This is an optimization exercise on Yosys and OpenROAD, whose aim is small area, not a production implementation. Only simulation tests tie the RTL to the original design; equivalence was not proved. Power and IR drop assume default switching activity.

[design/flow/run.sh]
#!/bin/bash
# synth_recipe.tcl (not shown) runs the flow's synth.tcl, then flattens the netlist and writes it again
# the make line also repeats each setting of config.mk as NAME=value (left out here)
make -C /OpenROAD-flow-scripts/flow DESIGN_CONFIG=/design/flow/config.mk WORK_HOME=/design/flow/orfs CLKGATE_MAP_FILE= SYNTH_SCRIPT=/design/flow/synth_recipe.tcl finish
[design/flow/design.v]
`timescale 1ns / 1ps
module crc5(c, d, c_out);
input	[4:0]	c;
input	[10:0]	d;
output	[4:0]	c_out;
assign c_out[0] =	d[10] ^ d[9] ^ d[6] ^ d[5] ^ d[3] ^
			d[0] ^ c[0] ^ c[3] ^ c[4];
assign c_out[1] =	d[10] ^ d[7] ^ d[6] ^ d[4] ^ d[1] ^
			c[0] ^ c[1] ^ c[4];
assign c_out[2] =	d[10] ^ d[9] ^ d[8] ^ d[7] ^ d[6] ^
			d[3] ^ d[2] ^ d[0] ^ c[0] ^ c[1] ^
			c[2] ^ c[3] ^ c[4];
assign c_out[3] =	d[10] ^ d[9] ^ d[8] ^ d[7] ^ d[4] ^ d[3] ^
			d[1] ^ c[1] ^ c[2] ^ c[3] ^ c[4];
assign c_out[4] =	d[10] ^ d[9] ^ d[8] ^ d[5] ^ d[4] ^ d[2] ^
			c[2] ^ c[3] ^ c[4];
endmodule
module crc16 (
    input [7:0] data,
    input [15:0] crc_in,
    output [15:0] crc_out
);
wire [7:0] d;
wire [15:0] c;
assign d = data;
assign c = crc_in;
assign crc_out[0] = c[10]^c[11]^c[12]^c[13]^c[14]^c[15]^c[8]^c[9]^d[0]^d[1]^d[2]^d[3]^d[4]^d[5]^d[6]^d[7];
assign crc_out[1] = c[10]^c[11]^c[12]^c[13]^c[14]^c[15]^c[9]^d[0]^d[1]^d[2]^d[3]^d[4]^d[5]^d[6];
assign crc_out[2] = c[8]^c[9]^d[6]^d[7];
assign crc_out[3] = c[10]^c[9]^d[5]^d[6];
assign crc_out[4] = c[10]^c[11]^d[4]^d[5];
assign crc_out[5] = c[11]^c[12]^d[3]^d[4];
assign crc_out[6] = c[12]^c[13]^d[2]^d[3];
assign crc_out[7] = c[13]^c[14]^d[1]^d[2];
assign crc_out[8] = c[0]^c[14]^c[15]^d[0]^d[1];
assign crc_out[9] = c[1]^c[15]^d[0];
assign crc_out[10] = c[2];
assign crc_out[11] = c[3];
assign crc_out[12] = c[4];
assign crc_out[13] = c[5];
assign crc_out[14] = c[6];
assign crc_out[15] = c[10]^c[11]^c[12]^c[13]^c[14]^c[15]^c[7]^c[8]^c[9]^d[0]^d[1]^d[2]^d[3]^d[4]^d[5]^d[6]^d[7];
endmodule
module crc5_r (
    input clk,
    input rst_n,
    input [6:0] self_addr,
    output reg crc5_err,  
    input rx_lp_sop,
    input rx_lp_eop,
    input rx_lp_valid,
    output rx_lp_ready,
    input [7:0] rx_lp_data,
    output reg [3:0] rx_endp,
    input rx_handshake_on,
    output reg [3:0] rx_pid, 
    output reg rx_pid_en, 
    input rx_ready, 
    output [7:0] rx_data,
    output rx_sop,
    output rx_eop,
    output rx_valid
);
    wire rx_lp_transok;
    assign rx_lp_transok = rx_lp_ready && rx_lp_valid;
    assign rx_lp_ready = rx_ready;
    wire addr_match;  
    reg addr_ok; 
    wire crc5_err_temp; 
    wire addr_ok_temp;
    assign addr_match = (rx_lp_data[6:0] == self_addr); 
    always @(posedge clk or negedge rst_n) begin
        if (~rst_n) begin
            addr_ok <= 1'b0;
        end else begin
            addr_ok <= addr_match;
        end
    end
    wire [10:0] d;
    wire [4:0] c_out;
    reg endp_bit; 
    always @(posedge clk or negedge rst_n) begin
        if (~rst_n) begin
            endp_bit <= 1'b0;
        end else if (rx_lp_transok && addr_match) begin
            endp_bit <= rx_lp_data[7];
        end else;
    end
    crc5 crc5_u0 (
    .c(5'h1f),
    .d(d),
    .c_out(c_out)
    );
    assign d = {self_addr[0],self_addr[1],self_addr[2],self_addr[3],self_addr[4],self_addr[5],self_addr[6], endp_bit, rx_lp_data[0], rx_lp_data[1], rx_lp_data[2]};
    assign crc5_right = (rx_lp_data[7:3] == {~c_out[0], ~c_out[1], ~c_out[2], ~c_out[3], ~c_out[4]});
    assign crc5_err_temp = (~addr_ok && crc5_right) || (addr_ok && ~crc5_right);
    assign addr_ok_temp = (addr_ok || crc5_right);
    always @(posedge clk or negedge rst_n) begin
        if (!rst_n) begin
            crc5_err <= 1'b0;
        end else if (crc5_err) begin
            crc5_err <= 1'b0;
        end else if (rx_lp_transok && rx_lp_eop) begin
            crc5_err <= crc5_err_temp;
        end else;
    end
    always @(posedge clk or negedge rst_n) begin
        if (!rst_n) begin
            rx_endp <= 4'b0000;
        end else if (rx_lp_transok && addr_ok && rx_lp_eop) begin
            rx_endp <= {rx_lp_data[2:0], endp_bit};
        end else;
    end
    wire pid_h_l_ok;  
    wire pid_is_not_data;  
    wire pid_ok_en;  
    reg pid_ok;  
    wire rx_pid_en_token;  
    wire rx_pid_en_handshake;  
    assign pid_h_l_ok = (rx_lp_data[3:0] == ~rx_lp_data[7:4]);
    assign pid_is_not_data = (rx_lp_data[3:0] != 4'b0011) && (rx_lp_data[3:0] != 4'b1011);
    assign pid_ok_en = pid_h_l_ok && rx_lp_sop && rx_lp_transok && pid_is_not_data && ~rx_handshake_on;
    assign rx_pid_en_token = rx_lp_transok && rx_lp_eop && addr_ok_temp && pid_ok;
    assign rx_pid_en_handshake = rx_lp_transok && rx_lp_eop && pid_h_l_ok && rx_handshake_on;
    always @(posedge clk or negedge rst_n) begin
        if (!rst_n) begin
           pid_ok <= 1'b0; 
        end else if (pid_ok_en) begin
            pid_ok <= 1'b1;
        end else if (rx_lp_eop && rx_lp_transok) begin
            pid_ok <= 1'b0;
        end else;
    end
    always @(posedge clk or negedge rst_n) begin
        if (!rst_n) begin
            rx_pid <= 4'b0000;
        end else if (rx_lp_transok && rx_lp_sop) begin
            rx_pid <= rx_lp_data[3:0];
        end else;
    end
    always @(posedge clk or negedge rst_n) begin
        if (!rst_n) begin
            rx_pid_en <= 1'b0;
        end else if (rx_pid_en_token || rx_pid_en_handshake) begin
            rx_pid_en <= 1'b1;
        end else begin
            rx_pid_en <= 1'b0;
        end
    end
    assign rx_sop = rx_lp_sop;
    assign rx_eop = rx_lp_eop;
    assign rx_valid = rx_lp_valid;
    assign rx_data = rx_lp_data;
endmodule
module crc16_r(  
    input clk,
    input rst_n,
    input rx_data_on,  
    output rx_sop_en,  
    output rx_lt_eop_en,  
    input rx_sop,
    input rx_eop,
    input rx_valid,
    output rx_ready,
    input [7:0] rx_data,
    output rx_lt_sop,
    output rx_lt_eop,
    output rx_lt_valid,
    input rx_lt_ready,
    output [7:0] rx_lt_data,
    output crc16_err
);
    wire rx_transok;
    wire tran_buf;
    reg sop_reg;
    reg eop_reg;
    reg valid_reg;
    reg [7:0] data_reg;
    assign rx_transok = rx_valid && rx_ready;
    assign tran_buf = rx_data_on && rx_transok;
    always @(posedge clk or negedge rst_n) begin
        if (!rst_n) begin
           sop_reg <= 1'b0; 
        end else if (tran_buf) begin
            sop_reg <= rx_sop;
        end else;
    end
    always @(posedge clk or negedge rst_n) begin
        if (!rst_n) begin
           eop_reg <= 1'b0; 
        end else if (tran_buf) begin
            eop_reg <= rx_eop;
        end else;
    end
    always @(posedge clk or negedge rst_n) begin
        if (!rst_n) begin
           valid_reg <= 1'b0; 
        end else if (rx_ready && rx_data_on) begin
            valid_reg <= rx_valid;
        end else;
    end
    always @(posedge clk or negedge rst_n) begin
        if (!rst_n) begin
           data_reg <= 8'b00000000; 
        end else if (tran_buf) begin
            data_reg <= rx_data;
        end else;
    end
    assign rx_lt_sop = sop_reg;
    assign rx_lt_eop = eop_reg;
    assign rx_lt_valid = valid_reg;
    assign rx_lt_data = data_reg;
    assign rx_sop_en = rx_data_on && rx_transok && rx_sop; 
    assign rx_lt_eop_en = rx_data_on && rx_lt_valid && rx_lt_ready && rx_lt_eop;
    reg [15:0] crc_reg;
    wire [15:0] crc_reg_inv;
    reg crc_check_ok;
    wire [15:0] crc_out;
    crc16 u_crc16(
        .data(data_reg),
        .crc_in(crc_reg),
        .crc_out(crc_out)
    );
    always @(posedge clk or negedge rst_n) begin
        if (!rst_n) begin
            crc_reg <= 16'hffff;
        end else if (tran_buf && sop_reg) begin
            crc_reg <= 16'hffff;
        end else if (tran_buf) begin
            crc_reg <= crc_out;
        end else;
    end
    always@(posedge clk or negedge rst_n) begin
        if (!rst_n) begin
            crc_check_ok <= 1'b1;
        end else if (tran_buf && rx_eop) begin
            crc_check_ok <= (crc_reg_inv == {data_reg, rx_data});
        end else;
    end
    assign crc_reg_inv = ~{crc_reg[8], crc_reg[9],crc_reg[10], crc_reg[11],crc_reg[12], crc_reg[13],crc_reg[14],crc_reg[15],crc_reg[0],crc_reg[1],crc_reg[2],crc_reg[3],crc_reg[4], crc_reg[5],crc_reg[6], crc_reg[7]};
    assign crc16_err = ~crc_check_ok;
    assign rx_ready = rx_lt_ready || (~valid_reg);
endmodule
`timescale 1ns / 1ps
module crc5_t(
    input clk,
    input rst_n,
    output tx_to_sop,
    output reg tx_to_eop,
    output tx_to_valid,
    input tx_to_ready,
    output reg [7:0] tx_to_data,
    output reg tx_con_pid_en,
    output [3:0] tx_con_pid,
    input [3:0] tx_pid,
    input [6:0] tx_addr,
    input [3:0] tx_endp,
    input tx_valid,  
    output reg tx_ready 
);
wire tx_transok;
wire tx_to_transok;
reg [1:0] send_cnt; 
reg valid_reg;  
reg [3:0] pid_reg;
reg [6:0] addr_reg;
reg [3:0] endp_reg;
wire [10:0] d;
wire [4:0] c_out; 
wire [4:0] crc_out; 
assign tx_transok = tx_valid && tx_ready; 
assign tx_to_transok = tx_to_valid && tx_to_ready; 
assign tx_to_sop = (send_cnt == 2'b00);
assign tx_to_valid = valid_reg;
always @(posedge clk or negedge rst_n) begin
    if (!rst_n) begin
        tx_to_eop <= 1'b0;
    end else if (tx_transok && (tx_pid[1:0] == 2'b10)) begin
        tx_to_eop <= 1'b1;
    end else if (tx_transok && (tx_pid[1:0] != 2'b10)) begin 
        tx_to_eop <= 1'b0;
    end else if (tx_to_transok && (send_cnt == 2'b01)) begin
        tx_to_eop <= 1'b1;
    end else if (tx_to_transok && (send_cnt == 2'b10)) begin
        tx_to_eop <= 1'b0;
    end else;
end
always @(posedge clk or negedge rst_n) begin
    if (!rst_n) begin
        tx_to_data <= 8'b11110000;
    end else if (tx_transok) begin
        tx_to_data <= {~tx_pid, tx_pid};
    end else if(tx_to_transok) begin 
        if (send_cnt == 2'b00) begin
            if (pid_reg[1:0] == 2'b10) begin
                tx_to_data <= tx_to_data;
            end else begin
                tx_to_data <= {endp_reg[0], addr_reg};
            end
        end else if (send_cnt == 2'b01) begin
            tx_to_data <= {crc_out, endp_reg[3:1]};
        end else if (send_cnt == 2'b10) begin
            tx_to_data <= {~tx_pid, tx_pid};
        end else;
    end else; 
end
assign tx_con_pid = pid_reg;
always @(posedge clk or negedge rst_n) begin
    if (!rst_n) begin
        tx_con_pid_en <= 1'b0;
    end else if(tx_to_transok) begin
        tx_con_pid_en <=1'b0;
    end else if(tx_transok) begin
        tx_con_pid_en <= 1'b1;
    end else;
end
always @(posedge clk or negedge rst_n) begin
    if (!rst_n) begin
        tx_ready <= 1'b1;
    end else if (tx_to_transok) begin
        if (pid_reg[1:0] == 2'b10) begin  
            tx_ready <= 1'b1;
        end else if ((pid_reg[1:0] == 2'b01) && (send_cnt == 2'b10)) begin  
            tx_ready <= 1'b1;
        end else;
    end else if (tx_valid) begin
        tx_ready <= 1'b0;
    end else;
end
always @(posedge clk or negedge rst_n) begin
    if (!rst_n) begin
        pid_reg <= 4'b0000;
    end else if (tx_transok) begin
        pid_reg <= tx_pid;
    end else;
end
always @(posedge clk or negedge rst_n) begin
    if (!rst_n) begin
        addr_reg <= 7'b0000000;
    end else if (tx_transok) begin
        addr_reg <= tx_addr;
    end else;
end
always @(posedge clk or negedge rst_n) begin
    if (!rst_n) begin
        endp_reg <= 4'b0000;
    end else if (tx_transok) begin
        endp_reg <= tx_endp;
    end else;
end
always @(posedge clk or negedge rst_n) begin
    if (!rst_n) begin
        valid_reg <= 1'b0;
    end else if (tx_to_transok) begin
        if (pid_reg[1:0] == 2'b10) begin  
            valid_reg <= 1'b0;
        end else if ((pid_reg[1:0] == 2'b01) && (send_cnt == 2'b10)) begin  
            valid_reg <= 1'b0;
        end else;
    end else if (tx_transok) begin
        valid_reg <= 1'b1;
    end else;
end
always @(posedge clk or negedge rst_n) begin
    if (!rst_n) begin
        send_cnt <= 2'b00;
    end else if (tx_to_transok) begin
        if (pid_reg[1:0] == 2'b10) begin  
            send_cnt <= 2'b00; 
        end else if (pid_reg[1:0] == 2'b01) begin  
            if (send_cnt == 2'b10) begin
                send_cnt <= 2'b00;
            end else begin
                send_cnt <= send_cnt + 1'b1;
            end
        end else;
    end else;
end
assign d = {addr_reg[0], addr_reg[1], addr_reg[2], addr_reg[3], addr_reg[4], addr_reg[5], addr_reg[6], endp_reg[0], endp_reg[1], endp_reg[2], endp_reg[3]};
assign crc_out = {~c_out[0], ~c_out[1], ~c_out[2], ~c_out[3], ~c_out[4]};
crc5 crc5_tx_u0 (
    .c(5'h1f),
    .d(d),
    .c_out(c_out)
);
endmodule
`timescale 1ns / 1ps
module control_t(
    input clk,
    input rst_n,
    input tx_data_on,
    output tx_lp_eop_en,
    input tx_to_sop,
    input tx_to_eop,
    input tx_to_valid,
    output tx_to_ready,
    input [7:0] tx_to_data,
    input tx_lt_sop,
    input tx_lt_eop,
    input tx_lt_valid,
    output tx_lt_ready,
    input [7:0] tx_lt_data,
    input tx_lt_cancle,  
    output reg tx_lp_sop,
    output reg tx_lp_eop,
    output reg tx_lp_valid,
    input tx_lp_ready,
    output reg [7:0] tx_lp_data,
    output reg tx_lp_cancle  
);
wire sop_buf;
wire eop_buf;
wire valid_buf;
wire ready_buf;
wire [7:0] data_buf;
wire cancle_buf;
assign tx_to_ready = ~tx_data_on && ready_buf;  
assign tx_lt_ready = tx_data_on && ready_buf;  
assign tx_lp_eop_en = tx_lp_valid & tx_lp_ready & tx_lp_eop;  
always @(posedge clk, negedge rst_n) begin
    if (!rst_n) begin
        tx_lp_sop <= 1'b0;
    end else if (ready_buf && valid_buf) begin
        tx_lp_sop <= sop_buf;
    end else;  
end
always @(posedge clk, negedge rst_n) begin
    if (!rst_n) begin
        tx_lp_eop <= 1'b0;
    end else if (ready_buf && valid_buf) begin
        tx_lp_eop <= eop_buf;
    end else;
end
always @(posedge clk, negedge rst_n) begin
    if (!rst_n) begin
        tx_lp_data <= 8'b00000000;
    end else if (ready_buf && valid_buf) begin
        tx_lp_data <= data_buf;
    end else;
end
always @(posedge clk, negedge rst_n) begin
    if (!rst_n) begin
        tx_lp_cancle <= 1'b0;
    end else if (ready_buf && valid_buf) begin
        tx_lp_cancle <= cancle_buf;
    end else;
end
always @(posedge clk, negedge rst_n) begin
    if (!rst_n) begin
        tx_lp_valid <= 1'b0;
    end else if (tx_lp_eop_en) begin
        tx_lp_valid <= 1'b0;
    end else if (ready_buf) begin
        tx_lp_valid <= valid_buf;
    end else;
end
assign sop_buf = tx_data_on ? tx_lt_sop : tx_to_sop;
assign eop_buf = tx_data_on ? tx_lt_eop : tx_to_eop;
assign valid_buf = tx_data_on ? tx_lt_valid : tx_to_valid;
assign data_buf = tx_data_on ? tx_lt_data : tx_to_data;
assign cancle_buf = tx_data_on && tx_lt_cancle; 
assign ready_buf = tx_lp_valid ? tx_lp_ready : 1'b1;
endmodule
`timescale 1ns / 1ps
module link_control(
    input clk,
    input rst_n,
    input rx_pid_en,  
    input [3:0] rx_pid,
    input crc5_err,
    input rx_sop_en,  
    input rx_lt_eop_en,  
    input tx_con_pid_en,  
    input [3:0] tx_con_pid,
    input tx_lp_eop_en,  
    output reg rx_data_on,       
    output reg rx_handshake_on,  
    output reg tx_data_on,       
    input ms,  
    input [15:0] time_threshold,  
    input [5:0] delay_threshole,  
    output reg time_out,  
    output d_oe  
);
wire master_send_rt;  
wire master_send_wt;  
wire slave_receive_rt;  
wire slave_receive_wt;  
wire ms_receive_hs;  
reg slave_has_received_rt;  
reg [1:0] master_finish_sending_wr;
reg master_finish_sending_rt;
reg [5:0] delay_cnt;
wire delay_done;
reg delay_on;
reg master_d_oe;
reg slave_d_oe;
reg [15:0] timer;
reg rx_sop_en_regd;  
assign master_send_rt = ms && (tx_con_pid == 4'b1001) && tx_con_pid_en;
assign master_send_wt = ms && (tx_con_pid == 4'b0001) && tx_con_pid_en;
assign slave_receive_rt = !ms && (rx_pid == 4'b1001) && rx_pid_en && (~crc5_err);  
assign slave_receive_wt = !ms && (rx_pid == 4'b0001) && rx_pid_en && (~crc5_err);
assign ms_receive_hs = (rx_pid == 4'b0010) && rx_pid_en;
always @(posedge clk, negedge rst_n) begin
    if (!rst_n) begin
        slave_has_received_rt <= 1'b0;
    end else if (slave_receive_rt) begin
        slave_has_received_rt <= 1'b1;
    end else if (tx_lp_eop_en) begin
        slave_has_received_rt <= 1'b0;
    end else;
end
always @(posedge clk or negedge rst_n) begin
    if (!rst_n) begin
        master_finish_sending_wr <= 2'd0;
    end else if (master_send_wt) begin
        master_finish_sending_wr <= 2'd1; 
    end else if (tx_lp_eop_en && master_finish_sending_wr == 2'd1) begin
        master_finish_sending_wr <= 2'd2; 
    end else if (tx_lp_eop_en && master_finish_sending_wr == 2'd2) begin
        master_finish_sending_wr <= 2'd0;
    end else;
end
always @(posedge clk or negedge rst_n) begin
    if (!rst_n) begin
        rx_data_on <= 1'b0;
    end else if (slave_receive_wt || master_send_rt) begin  
        rx_data_on <= 1'b1;
    end else if (rx_lt_eop_en) begin
        rx_data_on <= 1'b0;
    end else;
end
always @(posedge clk or negedge rst_n) begin
    if (!rst_n) begin
        rx_handshake_on <= 1'b0;
    end else if (tx_lp_eop_en && (slave_has_received_rt || master_finish_sending_wr == 2'd2)) begin  
        rx_handshake_on <= 1'b1;
    end else if (ms_receive_hs) begin
        rx_handshake_on <= 1'b0;
    end else;
end
always @(posedge clk or negedge rst_n) begin
    if (!rst_n) begin
        tx_data_on <= 1'b0;
    end else if (slave_receive_rt || (tx_lp_eop_en && (master_finish_sending_wr == 2'd1))) begin  
        tx_data_on <= 1'b1;
    end else if (tx_lp_eop_en) begin
        tx_data_on <= 1'b0;
    end else;
end
always @(posedge clk or negedge rst_n) begin
    if (!rst_n) begin
        master_finish_sending_rt <= 1'b0;
    end else if (master_send_rt) begin
        master_finish_sending_rt <= 1'b1; 
    end else if (tx_lp_eop_en) begin
        master_finish_sending_rt <= 1'b0; 
    end else;
end
always @(posedge clk or negedge rst_n) begin
    if (!rst_n) begin
        delay_cnt <= 6'd0;
    end else if (delay_on) begin
        if (delay_done) begin
            delay_cnt <= 6'd0;
        end else begin
            delay_cnt <= delay_cnt + 6'd1;
        end
    end else begin
        delay_cnt <= 6'd0;
    end
end
assign delay_done = (delay_cnt == delay_threshole);
always @(posedge clk or negedge rst_n) begin
    if (!rst_n) begin
        delay_on <= 1'b0;
    end else if (ms) begin
        if (tx_lp_eop_en && (master_finish_sending_rt || (master_finish_sending_wr == 2'd2))) begin  
            delay_on <= 1'b1;
        end else if (delay_done) begin
            delay_on <= 1'b0;
        end else;
    end else begin
        if (tx_lp_eop_en) begin
            delay_on <= 1'b1;
        end else if (delay_done) begin
            delay_on <= 1'b0;
        end else;
    end 
end
always @(posedge clk or negedge rst_n) begin
    if (!rst_n) begin
        master_d_oe <= 1'b1;
    end else if (delay_done) begin
        master_d_oe <= 1'b0;
    end else if (ms_receive_hs || (rx_lt_eop_en && ms)) begin
        master_d_oe <= 1'b1;
    end else;
end
always @(posedge clk or negedge rst_n) begin
    if (!rst_n) begin
        slave_d_oe <= 1'b0;
    end else if (delay_done) begin
        slave_d_oe <= 1'b0;
    end else if (slave_receive_rt || rx_lt_eop_en && (!ms)) begin
        slave_d_oe <= 1'b1;
    end else;
end
assign d_oe = ms ? master_d_oe : slave_d_oe;
always @(posedge clk or negedge rst_n) begin
    if (!rst_n) begin
        timer <= 16'd0;
    end else if (ms_receive_hs || rx_sop_en_regd || rx_sop_en) begin  
        timer <= 16'd0;
    end else if (rx_handshake_on || rx_data_on) begin  
        timer <= timer + 16'd1;
    end else;
end
always @(posedge clk or negedge rst_n) begin
    if (!rst_n) begin
        time_out <= 1'b0;
    end else if (time_out) begin
        time_out <= 1'b0;
    end else if (timer == time_threshold) begin
        time_out <= 1'b1;
    end else;
end
always @(posedge clk or negedge rst_n) begin
    if (!rst_n) begin
        rx_sop_en_regd <= 1'b0;
    end else if (rx_sop_en) begin
        rx_sop_en_regd <= 1'b1;
    end else if (rx_lt_eop_en) begin
        rx_sop_en_regd <= 1'b0;
    end else;
end
endmodule
`timescale 1ns / 1ps
module usb_link(
    input clk,
    input rst_n,
    input [6:0] self_addr,
    output crc5_err,
    output crc16_err,
    input ms,
    input [15:0] time_threshold,
    input [5:0] delay_threshole,
    output time_out,
    output d_oe,
    input rx_lp_sop,
    input rx_lp_eop,
    input rx_lp_valid,
    output rx_lp_ready,
    input [7:0] rx_lp_data,
    output tx_lp_sop,
    output tx_lp_eop,
    output tx_lp_valid,
    input tx_lp_ready,
    output [7:0] tx_lp_data,
    output tx_lp_cancle,
    output rx_pid_en,        
    output [3:0] rx_pid,     
    output [3:0] rx_endp,
    output rx_lt_sop,
    output rx_lt_eop,
    output rx_lt_valid,
    input rx_lt_ready,
    output [7:0] rx_lt_data,
    input [3:0] tx_pid,
    input [6:0] tx_addr,
    input [3:0] tx_endp,
    input tx_valid,
    output tx_ready,
    input tx_lt_sop,
    input tx_lt_eop,
    input tx_lt_valid,
    output tx_lt_ready,
    input [7:0] tx_lt_data,
    input tx_lt_cancle
);
wire rx_handshake_on;
wire rx_sop;
wire rx_eop;
wire rx_valid;
wire rx_ready;  
wire [7:0] rx_data;
wire rx_data_on;
wire rx_sop_en;
wire rx_lt_eop_en;
wire tx_to_sop;
wire tx_to_eop;
wire tx_to_valid;
wire tx_to_ready;
wire [7:0] tx_to_data;
wire tx_con_pid_en;
wire [3:0] tx_con_pid;
wire tx_data_on;
wire tx_lp_eop_en;
crc5_r crc5_ru_u0(
    .clk             ( clk             ),  
    .rst_n           ( rst_n           ),  
    .self_addr       ( self_addr       ),  
    .crc5_err        ( crc5_err        ),  
    .rx_handshake_on ( rx_handshake_on ),  
    .rx_pid_en       ( rx_pid_en       ),  
    .rx_pid          ( rx_pid          ),  
    .rx_lp_sop       ( rx_lp_sop       ),  
    .rx_lp_eop       ( rx_lp_eop       ),  
    .rx_lp_valid     ( rx_lp_valid     ),  
    .rx_lp_ready     ( rx_lp_ready     ),  
    .rx_lp_data      ( rx_lp_data      ),  
    .rx_endp         ( rx_endp         ),  
    .rx_sop          (rx_sop), 
    .rx_eop          (rx_eop), 
    .rx_valid        (rx_valid), 
    .rx_ready        (rx_ready), 
    .rx_data         (rx_data) 
);
crc16_r crc16_ru_u0(
    .clk          ( clk          ),  
    .rst_n        ( rst_n        ),  
    .rx_data_on   ( rx_data_on   ),  
    .rx_sop_en    ( rx_sop_en    ),  
    .rx_lt_eop_en ( rx_lt_eop_en ),  
    .rx_sop       ( rx_sop       ),  
    .rx_eop       ( rx_eop       ),  
    .rx_valid     ( rx_valid     ),  
    .rx_ready     ( rx_ready     ),  
    .rx_data      ( rx_data      ),  
    .rx_lt_sop    ( rx_lt_sop    ),  
    .rx_lt_eop    ( rx_lt_eop    ),  
    .rx_lt_valid  ( rx_lt_valid  ),  
    .rx_lt_ready  ( rx_lt_ready  ),  
    .rx_lt_data   ( rx_lt_data   ),  
    .crc16_err    ( crc16_err    )  
);
crc5_t crc5_tu_u0(
    .clk           ( clk           ),  
    .rst_n         ( rst_n         ),  
    .tx_to_sop     ( tx_to_sop     ),  
    .tx_to_eop     ( tx_to_eop     ),  
    .tx_to_valid   ( tx_to_valid   ),  
    .tx_to_ready   ( tx_to_ready   ),  
    .tx_to_data    ( tx_to_data    ),  
    .tx_con_pid_en ( tx_con_pid_en ),  
    .tx_con_pid    ( tx_con_pid    ),  
    .tx_pid        ( tx_pid        ),  
    .tx_addr       ( tx_addr       ),  
    .tx_endp       ( tx_endp       ),  
    .tx_valid      ( tx_valid      ),  
    .tx_ready      ( tx_ready      )  
);
control_t control_tu_u0(
    .clk          ( clk          ),  
    .rst_n        ( rst_n        ),  
    .tx_data_on   ( tx_data_on   ),  
    .tx_lp_eop_en ( tx_lp_eop_en ),  
    .tx_to_sop    ( tx_to_sop    ),  
    .tx_to_eop    ( tx_to_eop    ),  
    .tx_to_valid  ( tx_to_valid  ),  
    .tx_to_ready  ( tx_to_ready  ),  
    .tx_to_data   ( tx_to_data   ),  
    .tx_lt_sop    ( tx_lt_sop    ),  
    .tx_lt_eop    ( tx_lt_eop    ),  
    .tx_lt_valid  ( tx_lt_valid  ),  
    .tx_lt_ready  ( tx_lt_ready  ),  
    .tx_lt_data   ( tx_lt_data   ),  
    .tx_lt_cancle ( tx_lt_cancle ),  
    .tx_lp_sop    ( tx_lp_sop    ),  
    .tx_lp_eop    ( tx_lp_eop    ),  
    .tx_lp_valid  ( tx_lp_valid  ),  
    .tx_lp_ready  ( tx_lp_ready  ),  
    .tx_lp_data   ( tx_lp_data   ),  
    .tx_lp_cancle ( tx_lp_cancle )  
);
link_control link_control_u0(
    .clk             ( clk             ),  
    .rst_n           ( rst_n           ),  
    .rx_pid_en       ( rx_pid_en       ),  
    .rx_pid          ( rx_pid          ),  
    .crc5_err        ( crc5_err        ),  
    .rx_sop_en       ( rx_sop_en       ),  
    .rx_lt_eop_en    ( rx_lt_eop_en    ),  
    .tx_con_pid_en   ( tx_con_pid_en   ),  
    .tx_con_pid      ( tx_con_pid      ),  
    .tx_lp_eop_en    ( tx_lp_eop_en    ),  
    .rx_data_on      ( rx_data_on      ),  
    .rx_handshake_on ( rx_handshake_on ),  
    .tx_data_on      ( tx_data_on      ),  
    .ms              ( ms              ),  
    .time_threshold  ( time_threshold  ),  
    .delay_threshole ( delay_threshole ),  
    .time_out        ( time_out        ),  
    .d_oe            ( d_oe            )  
);
endmodule
[design/flow/config.mk]
export PLATFORM = sky130hd
export DESIGN_NAME = usb_link
export DESIGN_NICKNAME = usb_link
export VERILOG_FILES = /design/flow/design.v
export SDC_FILE = /design/flow/constraint.sdc
export NUM_CORES = 4
export LEC_CHECK = 0
export CAP_MARGIN = 20
export CORE_MARGIN = 2
export CORE_UTILIZATION = 40
export SLEW_MARGIN = 20
[design/flow/constraint.sdc]
create_clock -name core_clock -period 5.0 [get_ports {clk}]
set_input_delay 1.0000 -clock core_clock [delete_from_list [all_inputs] [get_ports {clk}]]
set_output_delay 1.0000 -clock core_clock [all_outputs]
set_load 0.01 [all_outputs]
==> impl_metrics.ini <==
[clocking]
path_clk_slew_ns = 0.05
ctsHtreeMaxLevel = 4
ctsResizeCount = 0
cts_setup_buffers = 0
tritoncts = done
clk_latency_ns = 0.42
holdBufCountCts = 0
root_buffer = clkbuf_16
clockBufferDepth = 2
clock_sinks = 116
cts_buffers = 17

[sta]
drv_slew = 0
fin_crit_sh_pct = 68.2
maxSlewHeadroom_pct = 30.4
skew_ns = 0.0141
finalHoldViolCount = 0
finalSetupViolations = 0
rsz0062_at_grt = no
worst_slew_pin_slew_ns = 1.04
period_minus_slack_ns = 3.41
tns_ns = 0
max_freq_ghz = 0.293

[routing]
drcViolationCount = 0
via_per_inst = 4.93
wl_per_cell_um = 15.0
via_count = 4848
antenna_left = 0
drtIter0Drc = 256
firstDrtPassIters = 4
routed_wl_mm = 14.7

[synthesis]
synth-xor-area-share_pct = 17.9
synthMuxAreaShare_pct = 4.73
synth_fa_ha_area_share_pct = 1.80
synth_edf_count = 0
synth.avg_cell_area_um2 = 9.58
synth_ff_type = dfrtp_1
yosysTopAreaCell = dfrtp_1
synth_area_um2 = 6270
yosys.area_share.simple_pct = 17.9
syn-instance-count = 654
ys_seq_area_share_pct = 46.8
yosysWarningCount = 6
yosys.cell_types.count = 52
synth_top_family_by_area = simple AND/OR/NAND/NOR gates
synth_compound_area_share_pct = 8.05
synth_nets = 736
ys_ff_latch = 116
synth_top_area_share_pct = 37.1
async_flop_share_pct = 100
yosys-top-cells-area = dfrtp_1, dfstp_2, xnor2_1

[final_layout]
layout_commonest_cell = clkdlybuf4s50_1
regArea_um2 = 2930
stdcell_count = 983
fillCellCount = 1406
fin_util_pct = 53.5
diodes = 0
num-nets-final = 841
drive_above_1_share_pct = 10.1
syn2layout_area_growth_pct = 30.3
final_cell_mix = clkdlybuf4s50_1, nand2_1, dfrtp_1
multiInputGateArea_um2 = 3160

[pwr]
finalPower_w = 0.00375
p_leak_nw = 3.60
p_per_area_nw_per_um2 = 459
internal-power_w = 0.00265
pwr-share-seq_pct = 35.4
p_sw_w = 0.00110
clkPwrFrac_pct = 34.2
p_comb_share_pct = 30.5
peakVddDrop_mv = 0.235
switching_share_pct = 29.3

[place]
dp_hpwl_mm = 10.8
port_buffers = 111
dpl.cell_count = 951
gp_congestion = 0.817

[hold_path]
whs_path_depth = 1
hold_start = link_control_u0.time_out
holdPathEnd = link_control_u0.time_out
min_path_type = flop to flop

[critical_path]
cp_slowest_cell = clkdlybuf4s50_1
worst_r2r_endpoint = crc5_tu_u0.tx_to_data[4]
end_kind = primary output
crit_path_max_incr_delay_ns = 0.55
crit_top_cell = clkdlybuf4s50_1
startpoint_type = input pin
cp.arrival_ns = 2.41
path_buf_inv = 2
crit_path_cell_trace = clkdlybuf4s50_1 -> mux2_2 -> clkdlybuf4s50_1
critPathKind = input pin to primary output
crit_fanout = 4
reg2reg_from = crc5_tu_u0.send_cnt[0]
crit_family = buffers and inverters
cp_data_required_time_ns = 4.00
r2r_cells = 7
r2r_slack_ns = 2.32

[floorplan]
initial_core_util_pct = 41.1
die_h_um = 129
core_um2 = 15300
dieArea_um2 = 16700
boundaryPins = 112
rows = 45
die_x_um = 129

[global_routing]
grt_max_degree = 42
grt_pass1_vias = 5001
grt_pass1_wl_mm = 24.1
overflow = 0
antenna_found_initial = 0
track_usage_pct = 18.4

[flow_run]
max_cap_violations = 0

[run_status]
outcome = complete, no violations
power groups by stage:
stage / logic, W / registers, W / clock network [W]
global route: 0.00126 / 0.00135 / 0.00136
floorplan: 0.000744 / 0.00133 / 0
global placement: 0.00112 / 0.00133 / 0
CTS: 0.00116 / 0.00133 / 0.00131
detailed placement: 0.00115 / 0.00134 / 0
finish: 0.00114 / 0.00133 / 0.00128
per-stage QoR:
step	hold WS [ns]	instance area [um^2]	setup WS, ns
after floorplan	0.437	6270	2.42
after global placement	0.417	7540	1.61
after detailed placement	0.441	7540	1.59
after CTS	0.448	8170	1.58
after global routing	0.465	8170	1.54
final	0.439	8170	1.59
cells in the mapped netlist (2+ instances only):
library cell / number
ha_1: 9
buf_2: 2
inv_1: 17
nor2b_1: 5
and3_1: 5
nor3b_1: 3
dfstp_2: 23
a21oi_1: 38
xnor3_1: 4
mux2i_1: 15
a211oi_1: 2
clkbuf_1: 21
or2_2: 2
buf_1: 2
nor3_1: 7
dfrtp_1: 93
nand2_1: 109
xor2_1: 44
a31oi_1: 2
o21ai_0: 22
nor2_1: 78
xnor2_1: 63
a21o_1: 2
nor4_1: 12
o22ai_1: 7
nand2b_1: 4
nand3_1: 15
xnor3_2: 2
nand4_1: 5
and2_1: 3
o2111ai_1: 2
mux2_2: 13
a221oi_1: 3
or3_1: 2
metal layers:
metal,up-vias,GRT usage (%),share of wire (%)
li1,2397,-,-
met1,2304,24.5,47
met2,127,29.3,47
met3,20,4.34,4.4
met4,0,7.29,1.9
met5,-,0,0
worst max path at each step:
stage / cells after the start / to / start
after floorplan: 8 / crc5_ru_u0.crc5_err / rx_lp_data[0]
after global placement: 3 / d_oe / ms
after detailed placement: 3 / d_oe / ms
after CTS: 3 / d_oe / ms
after global routing: 3 / d_oe / ms
final: 3 / d_oe / ms
cell families after synthesis:
kind of cell	Yosys count
simple gates	256
xor+xnor	115
flops	116
mux	28
buf+inv	44
fa+ha+maj	9
compound gates	86
area by class of cell:
class,count,area share [%]
Clock buffer,23,5.85
Inverter,17,0.781
Clock inverter,9,1.84
Multi-Input combinational cell,494,38.6
Sequential cell,116,35.9
Tap cell,211,3.23
Timing Repair Buffer,113,13.8

separate check: timing with driven ports:
The flow's constraints put no driver on any port. The routed layout listed below was extracted and timed again, unchanged, in two steps.
Step 1, drivers: a clkbuf_16 drives clk and a buf_2 each remaining input, both assumed.
Step 2 times the ports against the registers' clock, not the clock port: input delays grow and output delays shrink by t, the midpoint of the rising clock arrivals with the driver on.
a / b / c = ideal / step 1 / step 2; a / b = the first two.
shift t [ns]: 0.451
setup WS [ns]: 1.589 / 1.546 / 1.546
worst setup path at the end: input to output
clock arrival spread, ns: 0.015 / 0.015
pins driven straight from the clock port: 1
After both steps this run still meets setup and hold. The setup slack of this run moves by -0.043 ns with the drivers and by -0.043 ns with both steps.
